Source: an optimization exercise on an open RTL-to-GDS flow (aim: small area, a short achievable clock period and few clock cycles). Production flows keep margins and buffers that such runs may drop. Function was checked by simulation only, so behaviour that the tests miss may differ from the original. Power is estimated from default activity; no workload was simulated.

==> run a: inputs <==
==> flow/design.v <==
`timescale 1ns / 1ps
module stack
(
	clk,
	we,      
	waddr,
	wdata,
	raddr,
	rdata
);
parameter CPU_BIT_WIDTH = 32;
parameter DEPTH = 14;
input clk;
input we;
input [3:0] waddr;
input [CPU_BIT_WIDTH-1:0] wdata;
input [3:0] raddr;
output [CPU_BIT_WIDTH-1:0] rdata;
reg [CPU_BIT_WIDTH-1:0] mem [0:DEPTH-1];
integer i;
always @(posedge clk) begin
	for (i = 0; i < DEPTH; i = i + 1)
		if (we && waddr == i) mem[i] <= wdata;
end
assign rdata = (raddr < DEPTH) ? mem[raddr] : {CPU_BIT_WIDTH{1'b0}};
endmodule
`timescale 1ns / 1ps
module stack_cpu
(
	clk,  
	rst,  
	inst,  
	inst_ready,  
	inst_complete,  
	pc_next,  
	mem_we,  
	mem_addr,  
	mem_wdata,  
	mem_rdata  
);
input clk;
input rst;
input [31:0] inst;
input inst_ready;
output reg inst_complete;
output reg [31:0] pc_next;
output reg mem_we;
output reg [7:0] mem_addr;
output reg [31:0] mem_wdata;
input [31:0] mem_rdata;
localparam OP_SC = 5'd1, OP_SL = 5'd2, OP_SS = 5'd3, OP_SCMP = 5'd4,
           OP_SSLT = 5'd5, OP_JMP = 5'd6, OP_JZ = 5'd7, OP_JNZ = 5'd8,
           OP_SCALL = 5'd9, OP_SRTN = 5'd10, OP_SLAA = 5'd11, OP_ALLOC = 5'd12,
           OP_DEALLOC = 5'd13, OP_SADD = 5'd15, OP_SSUB = 5'd16, OP_SMULT = 5'd17;
reg COMPARE;
reg [31:0] next_open_mem;
reg [31:0] sframe1;  
reg x_push, x_slaa, x_sl, x_ss, x_cmp, x_lt, x_add, x_sub, x_mul, x_pop1, x_scall, x_srtn;
reg x_jmp, x_jz, x_jnz;  
reg x_jlate;  
reg [1:0] st;  
reg [3:0] argc;  
reg hit;  
reg [31:0] T, N;
reg tv, nv;
reg [3:0] top;  
wire arr_empty = (top == 4'd15);
wire [31:0] R;
wire two = x_ss || x_cmp || x_add || x_sub || x_mul || (x_srtn && st == 2'd0);
wire refill = two && !nv;
wire use_sub = x_sub || x_lt;
wire [31:0] alu_a = (x_slaa || x_scall) ? sframe1 : T;
wire [31:0] alu_b = x_slaa ? mem_wdata : x_scall ? 32'hffffffff : (N ^ {32{use_sub}});
wire [32:0] alu = {1'b0, alu_a} + {1'b0, alu_b} + {32'd0, use_sub || x_slaa};
wire t_lt_n = ~alu[32];
wire t_eq_n = (T == N);
wire t_fewer = (T[31:8] == 24'd0 && N[31:8] != 24'd0) || (T[31:16] == 16'd0 && N[31:16] != 16'd0) ||
               (T[31:24] == 8'd0 && N[31:24] != 8'd0);
wire mswap = x_mul && nv && st == 2'd0 && t_fewer;
wire mstep = x_mul && st != 2'd0;
wire [31:0] msum = mem_wdata + (T & {32{N[0]}}) + ({T[30:0], 1'b0} & {32{N[1]}});
wire mlast = (N[31:2] == 30'd0);
wire fin = inst_complete;
wire take = fin && inst_ready;
wire s_push = x_push;
wire s_setl = x_sl && fin;
wire s_keep = (x_add || x_sub) && nv || x_mul && mstep && mlast;
wire s_pop2 = (x_ss || x_cmp) && nv || x_srtn && st == 2'd0 && nv;
wire s_pop1 = x_pop1 && st == 2'd0 || x_scall && !fin || x_srtn && st == 2'd1;
wire s_setf = x_scall && fin;
wire s_shift = mstep && !mlast;
wire arr_we = s_push && tv && nv && !rst;
wire [3:0] arr_waddr = top + 4'd1;
stack cpu_stack(
	.clk(clk),
	.we(arr_we),
	.waddr(arr_waddr),
	.wdata(N),
	.raddr(top),
	.rdata(R)
);
reg [31:0] t_next;
always @(*) begin
	t_next = T;
	if (s_push) t_next = x_slaa ? alu[31:0] : mem_wdata;
	else if (s_setl) t_next = mem_rdata;
	else if (s_keep) t_next = (x_mul ? msum : alu[31:0]);
	else if (s_pop1) t_next = nv ? N : R;
	else if (s_pop2) t_next = R;
	else if (s_setf) t_next = alu[31:0];
	else if (mswap) t_next = N;
	else if (s_shift) t_next = {T[29:0], 2'b0};
end
wire late = !(x_push && !x_slaa);
reg [31:0] n_next;
always @(*) begin
	n_next = N;
	if (s_push || mswap) n_next = T;
	else if (s_pop1 && nv || s_keep || refill) n_next = R;
	else if (s_shift) n_next = {2'b0, N[31:2]};
end
wire c_next = (x_cmp && nv) ? (x_lt ? t_lt_n : t_eq_n) : COMPARE;
wire [31:0] no_inc = next_open_mem + 32'd1;
reg [31:0] no_next;
always @(*) begin
	no_next = next_open_mem;
	if (x_ss && nv && (T >= next_open_mem)) no_next = T + 32'd1;
	else if (x_scall) no_next = no_inc;
	else if (x_srtn && st == 2'd0 && nv) no_next = N;
end
wire [4:0] iop = inst[31:27];
wire i_push = (iop == OP_SC) || (iop == OP_SLAA) || (iop == OP_ALLOC);
wire i_jump = (iop == OP_JMP) || (iop == OP_JZ) || (iop == OP_JNZ);
wire jump = (iop == OP_JMP) || (iop == OP_JZ && !COMPARE) || (iop == OP_JNZ && COMPARE);
wire jtaken = x_jmp || x_jz && !COMPARE || x_jnz && COMPARE;
wire [31:0] pc_inc = pc_next + 32'd1;
wire i_slaa = (iop == OP_SLAA);
wire [31:0] i_val = (iop == OP_ALLOC) ? 32'd0 : {5'd0, inst[26:0]};
wire [7:0] i_addr = i_slaa ? sframe1[7:0] + inst[7:0] + 8'd1 : (iop == OP_ALLOC) ? 8'd0 : inst[7:0];
reg m_we;
reg [7:0] m_addr;
reg [31:0] m_wdata;
always @(*) begin
	m_we = 1'b0;
	m_addr = t_next[7:0];
	m_wdata = t_next;
	if (take) begin
		if (iop == OP_SS && nv_next) begin m_we = 1'b1; m_wdata = n_next; end
		else if (iop == OP_SCALL) begin m_we = 1'b1; m_addr = no_next[7:0]; m_wdata = pc_inc; end
		else if (i_push) begin m_addr = i_addr; m_wdata = i_val; end
		else if ((iop == OP_JMP) || (iop == OP_JZ) || (iop == OP_JNZ) || (iop == OP_DEALLOC) || (iop == OP_SRTN)) m_addr = n_next[7:0];
	end
	else if (!fin) begin
		if (x_ss) begin m_we = 1'b1; m_wdata = n_next; end
		else if (x_scall) begin
			m_we = 1'b1; m_addr = no_next[7:0];
		end
		else if (x_srtn) m_addr = n_next[7:0];
		else if (x_mul) m_wdata = (st == 2'd0) ? 32'd0 : msum;
	end
end
reg tv_next, nv_next;
reg [3:0] top_next;
always @(*) begin
	tv_next = tv; nv_next = nv; top_next = top;
	if (s_push) begin
		tv_next = 1'b1;
		if (tv) begin
			nv_next = 1'b1;
			if (nv) top_next = top + 4'd1;
		end
	end
	else if (s_pop1) begin
		if (!arr_empty) top_next = top - 4'd1;
		else if (nv) nv_next = 1'b0;
		else tv_next = 1'b0;
	end
	else if (s_keep) begin
		if (!arr_empty) top_next = top - 4'd1;
		else nv_next = 1'b0;
	end
	else if (s_pop2) begin
		nv_next = 1'b0;
		if (!arr_empty) top_next = top - 4'd1;
		else tv_next = 1'b0;
	end
	else if (refill) begin
		nv_next = 1'b1;
		if (!arr_empty) top_next = top - 4'd1;
	end
end
reg [7:0] t_lo;
always @(*) begin
	t_lo = T[7:0];
	if (s_push) t_lo = x_slaa ? alu[7:0] : mem_wdata[7:0];
	else if (s_keep) t_lo = (x_mul ? msum[7:0] : alu[7:0]);
	else if (s_pop1) t_lo = nv ? N[7:0] : R[7:0];
	else if (s_pop2) t_lo = R[7:0];
	else if (s_setf) t_lo = alu[7:0];
	else if (mswap) t_lo = N[7:0];
	else if (s_shift) t_lo = {T[5:0], 2'b0};
end
wire hit_next = !mem_we && !s_setl && (mem_addr == t_lo);
wire [1:0] st_next = fin ? 2'd0 : refill ? st : (st == 2'd2) ? 2'd2 : st + 2'd1;
wire [3:0] argc_next = (x_scall && st == 2'd1) ? T[3:0] - 4'd1 : argc - 4'd1;
reg n_push, n_slaa, n_sl, n_ss, n_cmp, n_lt, n_add, n_sub, n_mul, n_pop1, n_scall, n_srtn, n_jmp, n_jz, n_jnz, n_jlate;
always @(*) begin
	{n_push, n_slaa, n_sl, n_ss, n_cmp, n_lt, n_add, n_sub, n_mul, n_pop1, n_scall, n_srtn, n_jmp, n_jz, n_jnz, n_jlate} = 16'd0;
	if (take) begin
		n_push = i_push;
		n_slaa = i_slaa;
		n_sl = (iop == OP_SL);
		n_ss = (iop == OP_SS);
		n_cmp = (iop == OP_SCMP) || (iop == OP_SSLT);
		n_lt = (iop == OP_SSLT);
		n_add = (iop == OP_SADD);
		n_sub = (iop == OP_SSUB);
		n_mul = (iop == OP_SMULT);
		n_pop1 = (iop == OP_JMP) || (iop == OP_JZ) || (iop == OP_JNZ) || (iop == OP_DEALLOC);
		n_scall = (iop == OP_SCALL);
		n_srtn = (iop == OP_SRTN);
		n_jmp = (iop == OP_JMP);
		n_jz = (iop == OP_JZ);
		n_jnz = (iop == OP_JNZ);
		n_jlate = i_jump && late;
	end
	else if (!fin) {n_push, n_slaa, n_sl, n_ss, n_cmp, n_lt, n_add, n_sub, n_mul, n_pop1, n_scall, n_srtn, n_jmp, n_jz, n_jnz, n_jlate} =
		{x_push, x_slaa, x_sl, x_ss, x_cmp, x_lt, x_add, x_sub, x_mul, x_pop1, x_scall, x_srtn, x_jmp, x_jz, x_jnz, x_jlate};
end
wire fin_next = n_sl ? (hit_next || st_next == 2'd1) :
                (n_ss || n_cmp || n_add || n_sub) ? nv_next :
                n_mul ? (st_next != 2'd0 && n_next[31:2] == 30'd0) :
                n_scall ? ((st_next == 2'd1) ? ((nv ? N[3:0] : R[3:0]) == 4'd0) : (st_next == 2'd2) ? (argc_next == 4'd0) : 1'b0) :
                n_srtn ? (st_next == 2'd2) :
                n_jlate ? (st_next != 2'd0) : 1'b1;
always @(posedge clk) begin
	if (rst) begin
		pc_next <= 32'd0;
		{x_push, x_slaa, x_sl, x_ss, x_cmp, x_lt, x_add, x_sub, x_mul, x_pop1, x_scall, x_srtn, x_jmp, x_jz, x_jnz, x_jlate} <= 16'd0;
		st <= 2'd0;
		COMPARE <= 1'b0;
		next_open_mem <= 32'd0;
		sframe1 <= 32'd1;
		tv <= 1'b0;
		nv <= 1'b0;
		top <= 4'd15;
		mem_we <= 1'b0;
		hit <= 1'b0;
		inst_complete <= 1'b1;
	end
	else begin
		if (take) begin
			if (!(i_jump && late) && iop != OP_SCALL) pc_next <= jump ? mem_wdata : pc_inc;
		end
		else if (x_jlate && st == 2'd0) pc_next <= jtaken ? T : pc_inc;
		else if (x_scall && st == 2'd0) pc_next <= T;
		{x_push, x_slaa, x_sl, x_ss, x_cmp, x_lt, x_add, x_sub, x_mul, x_pop1, x_scall, x_srtn, x_jmp, x_jz, x_jnz, x_jlate} <=
			{n_push, n_slaa, n_sl, n_ss, n_cmp, n_lt, n_add, n_sub, n_mul, n_pop1, n_scall, n_srtn, n_jmp, n_jz, n_jnz, n_jlate};
		st <= st_next;
		inst_complete <= fin_next;
		argc <= argc_next;
		COMPARE <= c_next;
		T <= t_next;
		N <= n_next;
		tv <= tv_next;
		nv <= nv_next;
		top <= top_next;
		next_open_mem <= no_next;
		if (x_scall && st == 2'd0) sframe1 <= no_inc;
		if (x_srtn && st == 2'd1) begin
			pc_next <= mem_rdata;
			sframe1 <= T + 32'd1;
		end
		hit <= hit_next;
		mem_we <= m_we;
		mem_addr <= m_addr;
		mem_wdata <= m_wdata;
	end
end
endmodule
==> flow/flow/run.sh <==
#!/bin/bash
set -euo pipefail
bash standard.sh SETUP_SLACK_MARGIN=8 TNS_END_PERCENT=100 MATCH_CELL_FOOTPRINT=0 \
  'BUFFER_PORTS_ARGS=-buffer_cell sky130_fd_sc_hd__buf_4' finish > standard.log 2>&1
==> flow/standard.sh <==
#!/bin/bash
# synth_recipe.tcl (not shown) runs the flow's synth.tcl, then flattens the netlist and writes it again
# the make line also repeats each setting of config.mk as NAME=value (left out here)
make -C /OpenROAD-flow-scripts/flow DESIGN_CONFIG=/design/flow/config.mk WORK_HOME=/design/flow/orfs CLKGATE_MAP_FILE= SYNTH_SCRIPT=/design/flow/synth_recipe.tcl "${@:-finish}"
==> flow/config.mk <==
export PLATFORM = sky130hd
export DESIGN_NAME = stack_cpu
export DESIGN_NICKNAME = stack_cpu
export VERILOG_FILES = /design/flow/design.v
export SDC_FILE = /design/flow/constraint.sdc
export NUM_CORES = 4
export LEC_CHECK = 0
export ABC_CLOCK_PERIOD_IN_PS = 3500
export CAP_MARGIN = 20
export CORE_MARGIN = 2
export CORE_UTILIZATION = 50
export PLACE_DENSITY = 0.65
export SLEW_MARGIN = 20
==> flow/constraint.sdc <==
create_clock -name core_clock -period 12.0 [get_ports {clk}]
set_input_delay 2.4000 -clock core_clock [delete_from_list [all_inputs] [get_ports {clk}]]
set_output_delay 2.4000 -clock core_clock [all_outputs]
set_load 0.01 [all_outputs]
==> run b (differences from run a) <==
==> flow/design.v, changed modules only <==
module stack_cpu
(
	clk,  
	rst,  
	inst,  
	inst_ready,  
	inst_complete,  
	pc_next,  
	mem_we,  
	mem_addr,  
	mem_wdata,  
	mem_rdata  
);
input clk;
input rst;
input [31:0] inst;
input inst_ready;
output reg inst_complete;
output reg [31:0] pc_next;
output reg mem_we;
output reg [7:0] mem_addr;
output reg [31:0] mem_wdata;
input [31:0] mem_rdata;
localparam OP_SC = 5'd1, OP_SL = 5'd2, OP_SS = 5'd3, OP_SCMP = 5'd4,
           OP_SSLT = 5'd5, OP_JMP = 5'd6, OP_JZ = 5'd7, OP_JNZ = 5'd8,
           OP_SCALL = 5'd9, OP_SRTN = 5'd10, OP_SLAA = 5'd11, OP_ALLOC = 5'd12,
           OP_DEALLOC = 5'd13, OP_SADD = 5'd15, OP_SSUB = 5'd16, OP_SMULT = 5'd17;
reg COMPARE;
reg [31:0] next_open_mem;
reg [31:0] sframe;  
reg x_push, x_slaa, x_sl, x_ss, x_cmp, x_lt, x_add, x_sub, x_mul, x_pop1, x_scall, x_srtn;
reg x_jmp, x_jz, x_jnz;  
reg x_jlate;  
reg [1:0] st;  
reg [3:0] argc;  
reg hit;  
reg [31:0] T, N;
reg tv, nv;
reg [3:0] top;  
wire arr_empty = (top == 4'd15);
wire [31:0] R;
wire two = x_ss || x_cmp || x_add || x_sub || x_mul || (x_srtn && st == 2'd0);
wire refill = two && !nv;
wire use_sub = x_sub || x_lt;
wire [31:0] alu_a = x_slaa ? sframe : T;
wire [31:0] alu_b = x_slaa ? mem_wdata : (N ^ {32{use_sub}});
wire [32:0] alu = {1'b0, alu_a} + {1'b0, alu_b} + {32'd0, use_sub || x_slaa};
wire t_lt_n = ~alu[32];
wire t_eq_n = (T == N);
wire t_fewer = (T[31:8] == 24'd0 && N[31:8] != 24'd0) || (T[31:16] == 16'd0 && N[31:16] != 16'd0) ||
               (T[31:24] == 8'd0 && N[31:24] != 8'd0);
wire mswap = x_mul && nv && st == 2'd0 && t_fewer;
wire mstep = x_mul && st != 2'd0;
wire [31:0] msum = mem_wdata + (T & {32{N[0]}}) + ({T[30:0], 1'b0} & {32{N[1]}});
wire mlast = (N[31:2] == 30'd0);
wire fin = inst_complete;
wire take = fin && inst_ready;
wire s_push = x_push;
wire s_setl = x_sl && fin;
wire s_keep = (x_add || x_sub) && nv || x_mul && mstep && mlast;
wire s_pop2 = (x_ss || x_cmp) && nv || x_srtn && st == 2'd0 && nv;
wire s_pop1 = x_pop1 && st == 2'd0 || x_scall && !fin || x_srtn && st == 2'd1;
wire s_setf = x_scall && fin;
wire s_shift = mstep && !mlast;
wire arr_we = s_push && tv && nv && !rst;
wire [3:0] arr_waddr = top + 4'd1;
stack cpu_stack(
	.clk(clk),
	.we(arr_we),
	.waddr(arr_waddr),
	.wdata(N),
	.raddr(top),
	.rdata(R)
);
reg [31:0] t_next;
always @(*) begin
	t_next = T;
	if (s_push) t_next = x_slaa ? alu[31:0] : mem_wdata;
	else if (s_setl) t_next = mem_rdata;
	else if (s_keep) t_next = (x_mul ? msum : alu[31:0]);
	else if (s_pop1) t_next = nv ? N : R;
	else if (s_pop2) t_next = R;
	else if (s_setf) t_next = sframe;
	else if (mswap) t_next = N;
	else if (s_shift) t_next = {T[29:0], 2'b0};
end
wire late = !(x_push && !x_slaa);
reg [31:0] n_next;
always @(*) begin
	n_next = N;
	if (s_push || mswap) n_next = T;
	else if (s_pop1 && nv || s_keep || refill) n_next = R;
	else if (s_shift) n_next = {2'b0, N[31:2]};
end
wire c_next = (x_cmp && nv) ? (x_lt ? t_lt_n : t_eq_n) : COMPARE;
wire [31:0] no_inc = next_open_mem + 32'd1;
reg [31:0] no_next;
always @(*) begin
	no_next = next_open_mem;
	if (x_ss && nv && (T >= next_open_mem)) no_next = T + 32'd1;
	else if (x_scall) no_next = no_inc;
	else if (x_srtn && st == 2'd0 && nv) no_next = N;
end
wire [4:0] iop = inst[31:27];
wire i_push = (iop == OP_SC) || (iop == OP_SLAA) || (iop == OP_ALLOC);
wire i_jump = (iop == OP_JMP) || (iop == OP_JZ) || (iop == OP_JNZ);
wire jump = (iop == OP_JMP) || (iop == OP_JZ && !COMPARE) || (iop == OP_JNZ && COMPARE);
wire jtaken = x_jmp || x_jz && !COMPARE || x_jnz && COMPARE;
wire [31:0] pc_inc = pc_next + 32'd1;
wire i_slaa = (iop == OP_SLAA);
wire [31:0] i_val = i_slaa ? {5'd0, inst[26:0]} + 32'd1 : (iop == OP_ALLOC) ? 32'd0 : {5'd0, inst[26:0]};
wire [7:0] i_addr = i_slaa ? sframe[7:0] + 8'd2 + inst[7:0] : (iop == OP_ALLOC) ? 8'd0 : inst[7:0];
reg m_we;
reg [7:0] m_addr;
reg [31:0] m_wdata;
always @(*) begin
	m_we = 1'b0;
	m_addr = t_next[7:0];
	m_wdata = t_next;
	if (take) begin
		if (iop == OP_SS && nv_next) begin m_we = 1'b1; m_wdata = n_next; end
		else if (iop == OP_SCALL) begin m_we = 1'b1; m_addr = no_next[7:0]; m_wdata = pc_inc; end
		else if (i_push) begin m_addr = i_addr; m_wdata = i_val; end
		else if ((iop == OP_JMP) || (iop == OP_JZ) || (iop == OP_JNZ) || (iop == OP_DEALLOC) || (iop == OP_SRTN)) m_addr = n_next[7:0];
	end
	else if (!fin) begin
		if (x_ss) begin m_we = 1'b1; m_wdata = n_next; end
		else if (x_scall) begin
			m_we = 1'b1; m_addr = no_next[7:0];
		end
		else if (x_srtn) m_addr = n_next[7:0];
		else if (x_mul) m_wdata = (st == 2'd0) ? 32'd0 : msum;
	end
end
reg tv_next, nv_next;
reg [3:0] top_next;
always @(*) begin
	tv_next = tv; nv_next = nv; top_next = top;
	if (s_push) begin
		tv_next = 1'b1;
		if (tv) begin
			nv_next = 1'b1;
			if (nv) top_next = top + 4'd1;
		end
	end
	else if (s_pop1) begin
		if (!arr_empty) top_next = top - 4'd1;
		else if (nv) nv_next = 1'b0;
		else tv_next = 1'b0;
	end
	else if (s_keep) begin
		if (!arr_empty) top_next = top - 4'd1;
		else nv_next = 1'b0;
	end
	else if (s_pop2) begin
		nv_next = 1'b0;
		if (!arr_empty) top_next = top - 4'd1;
		else tv_next = 1'b0;
	end
	else if (refill) begin
		nv_next = 1'b1;
		if (!arr_empty) top_next = top - 4'd1;
	end
end
wire hit_next = !mem_we && (mem_addr == t_next[7:0]);
wire [1:0] st_next = fin ? 2'd0 : refill ? st : (st == 2'd2) ? 2'd2 : st + 2'd1;
wire [3:0] argc_next = (x_scall && st == 2'd1) ? T[3:0] - 4'd1 : argc - 4'd1;
reg n_push, n_slaa, n_sl, n_ss, n_cmp, n_lt, n_add, n_sub, n_mul, n_pop1, n_scall, n_srtn, n_jmp, n_jz, n_jnz, n_jlate;
always @(*) begin
	{n_push, n_slaa, n_sl, n_ss, n_cmp, n_lt, n_add, n_sub, n_mul, n_pop1, n_scall, n_srtn, n_jmp, n_jz, n_jnz, n_jlate} = 16'd0;
	if (take) begin
		n_push = i_push;
		n_slaa = i_slaa;
		n_sl = (iop == OP_SL);
		n_ss = (iop == OP_SS);
		n_cmp = (iop == OP_SCMP) || (iop == OP_SSLT);
		n_lt = (iop == OP_SSLT);
		n_add = (iop == OP_SADD);
		n_sub = (iop == OP_SSUB);
		n_mul = (iop == OP_SMULT);
		n_pop1 = (iop == OP_JMP) || (iop == OP_JZ) || (iop == OP_JNZ) || (iop == OP_DEALLOC);
		n_scall = (iop == OP_SCALL);
		n_srtn = (iop == OP_SRTN);
		n_jmp = (iop == OP_JMP);
		n_jz = (iop == OP_JZ);
		n_jnz = (iop == OP_JNZ);
		n_jlate = i_jump && late;
	end
	else if (!fin) {n_push, n_slaa, n_sl, n_ss, n_cmp, n_lt, n_add, n_sub, n_mul, n_pop1, n_scall, n_srtn, n_jmp, n_jz, n_jnz, n_jlate} =
		{x_push, x_slaa, x_sl, x_ss, x_cmp, x_lt, x_add, x_sub, x_mul, x_pop1, x_scall, x_srtn, x_jmp, x_jz, x_jnz, x_jlate};
end
wire fin_next = n_sl ? (hit_next || st_next == 2'd1) :
                (n_ss || n_cmp || n_add || n_sub) ? nv_next :
                n_mul ? (st_next != 2'd0 && n_next[31:2] == 30'd0) :
                n_scall ? ((st_next == 2'd1) ? (t_next[3:0] == 4'd0) : (st_next == 2'd2) ? (argc_next == 4'd0) : 1'b0) :
                n_srtn ? (st_next == 2'd2) :
                n_jlate ? (st_next != 2'd0) : 1'b1;
always @(posedge clk) begin
	if (rst) begin
		pc_next <= 32'd0;
		{x_push, x_slaa, x_sl, x_ss, x_cmp, x_lt, x_add, x_sub, x_mul, x_pop1, x_scall, x_srtn, x_jmp, x_jz, x_jnz, x_jlate} <= 16'd0;
		st <= 2'd0;
		COMPARE <= 1'b0;
		next_open_mem <= 32'd0;
		sframe <= 32'd0;
		tv <= 1'b0;
		nv <= 1'b0;
		top <= 4'd15;
		mem_we <= 1'b0;
		hit <= 1'b0;
		inst_complete <= 1'b1;
	end
	else begin
		if (take) begin
			if (!(i_jump && late) && iop != OP_SCALL) pc_next <= jump ? mem_wdata : pc_inc;
		end
		else if (x_jlate && st == 2'd0) pc_next <= jtaken ? T : pc_inc;
		else if (x_scall && st == 2'd0) pc_next <= T;
		{x_push, x_slaa, x_sl, x_ss, x_cmp, x_lt, x_add, x_sub, x_mul, x_pop1, x_scall, x_srtn, x_jmp, x_jz, x_jnz, x_jlate} <=
			{n_push, n_slaa, n_sl, n_ss, n_cmp, n_lt, n_add, n_sub, n_mul, n_pop1, n_scall, n_srtn, n_jmp, n_jz, n_jnz, n_jlate};
		st <= st_next;
		inst_complete <= fin_next;
		argc <= argc_next;
		COMPARE <= c_next;
		T <= t_next;
		N <= n_next;
		tv <= tv_next;
		nv <= nv_next;
		top <= top_next;
		next_open_mem <= no_next;
		if (x_scall && st == 2'd0) sframe <= next_open_mem;
		if (x_srtn && st == 2'd1) begin
			pc_next <= mem_rdata;
			sframe <= T;
		end
		hit <= hit_next;
		mem_we <= m_we;
		mem_addr <= m_addr;
		mem_wdata <= m_wdata;
	end
end
endmodule
==> flow/flow/run.sh (replaced) <==
#!/bin/bash
set -euo pipefail
bash standard.sh SETUP_SLACK_MARGIN=7 TNS_END_PERCENT=100 MATCH_CELL_FOOTPRINT=0 \
  'BUFFER_PORTS_ARGS=-buffer_cell sky130_fd_sc_hd__buf_4' finish > standard.log 2>&1
==> summary.txt <==
In run b the non-clock buffer count is lower than in run a, by 246. In critical path depth, run b and run a do not differ. In sequential cell count, run a and run b do not differ. In run a the design area is higher than in run b, by 9.4%. Register-to-register slack: run b is worse than run a (500 ps). Global-route usage: run a is higher than run b (9.2 points). Sequential share of layout area: run a is lower than run b (3.4 points).
==> figures <==
| metric | run a | run b |
|---|---|---|
| Result of the run | no timing/DRC/antenna violations | no timing/DRC/antenna violations |
| Actual slew at the worst max-slew pin | 1340 ps | 1260 ps |
| Worst setup slack before clock tree synthesis | 6480 ps | 6440 ps |
| Global routing met2 resource utilization | 65.6% | 61.3% |
| Parity-gate share of the synthesized area counting xor and xnor cells | 4.74% | 4.07% |
| Clock group share of total power | 31.4% | 34.6% |
| Area of the core region | 84900 µm² | 86300 µm² |
| Final Skew | 75.9 ps | 39.5 ps |
| Hpwl dp | 145000 µm | 126000 µm |
| Most used cell along the critical path | sky130_fd_sc_hd__buf_6 | sky130_fd_sc_hd__buf_4 |
| Area of all sequential standard cells | 19200 µm² | 19200 µm² |
| Final Worst Setup Slack | 7550 ps | 7050 ps |
| Startpoint of the worst setup timing path | N[0] | st[1] |
| Setup bufs post-CTS | 162 | 5 |
| Sequential group share of total power | 35.6% | 41.1% |
| Clock tree buffer count of the final layout | 101 | 109 |
Testbench counts of run a, summed over its fixed seeds: cycles 22,589.
Testbench counts of run b, summed over its fixed seeds: cycles 22,589.

-- port drivers added, routing unchanged --
How much do the figures lean on ideal ports? The routed layouts below were timed once more, with nothing changed but the port constraints. Step 1 (the two cells are an assumption about what drives the block):
set clk [get_ports {clk}]
set_driving_cell -lib_cell sky130_fd_sc_hd__clkbuf_16 $clk
set_driving_cell -lib_cell sky130_fd_sc_hd__buf_2 [delete_from_list [all_inputs] $clk]
Step 2, shift: input delay + t, output delay - t, t = (earliest + latest rising clock arrival at the registers) / 2. This alone moves slack from input paths to output paths. Slacks: no drivers / after step 1 / after step 2; pairs: no drivers / after step 1.
run	t (ns)	slack for setup (ns)	worst setup path at the end
run a	0.757	7.554 / 7.554 / 6.965	input to register
run b	0.734	7.050 / 7.050 / 6.508	input to register
After both steps every run listed still meets setup and hold. For run a, which loses most, drivers alone change the setup slack by 0.000 ns; drivers and shift together by -0.589 ns.
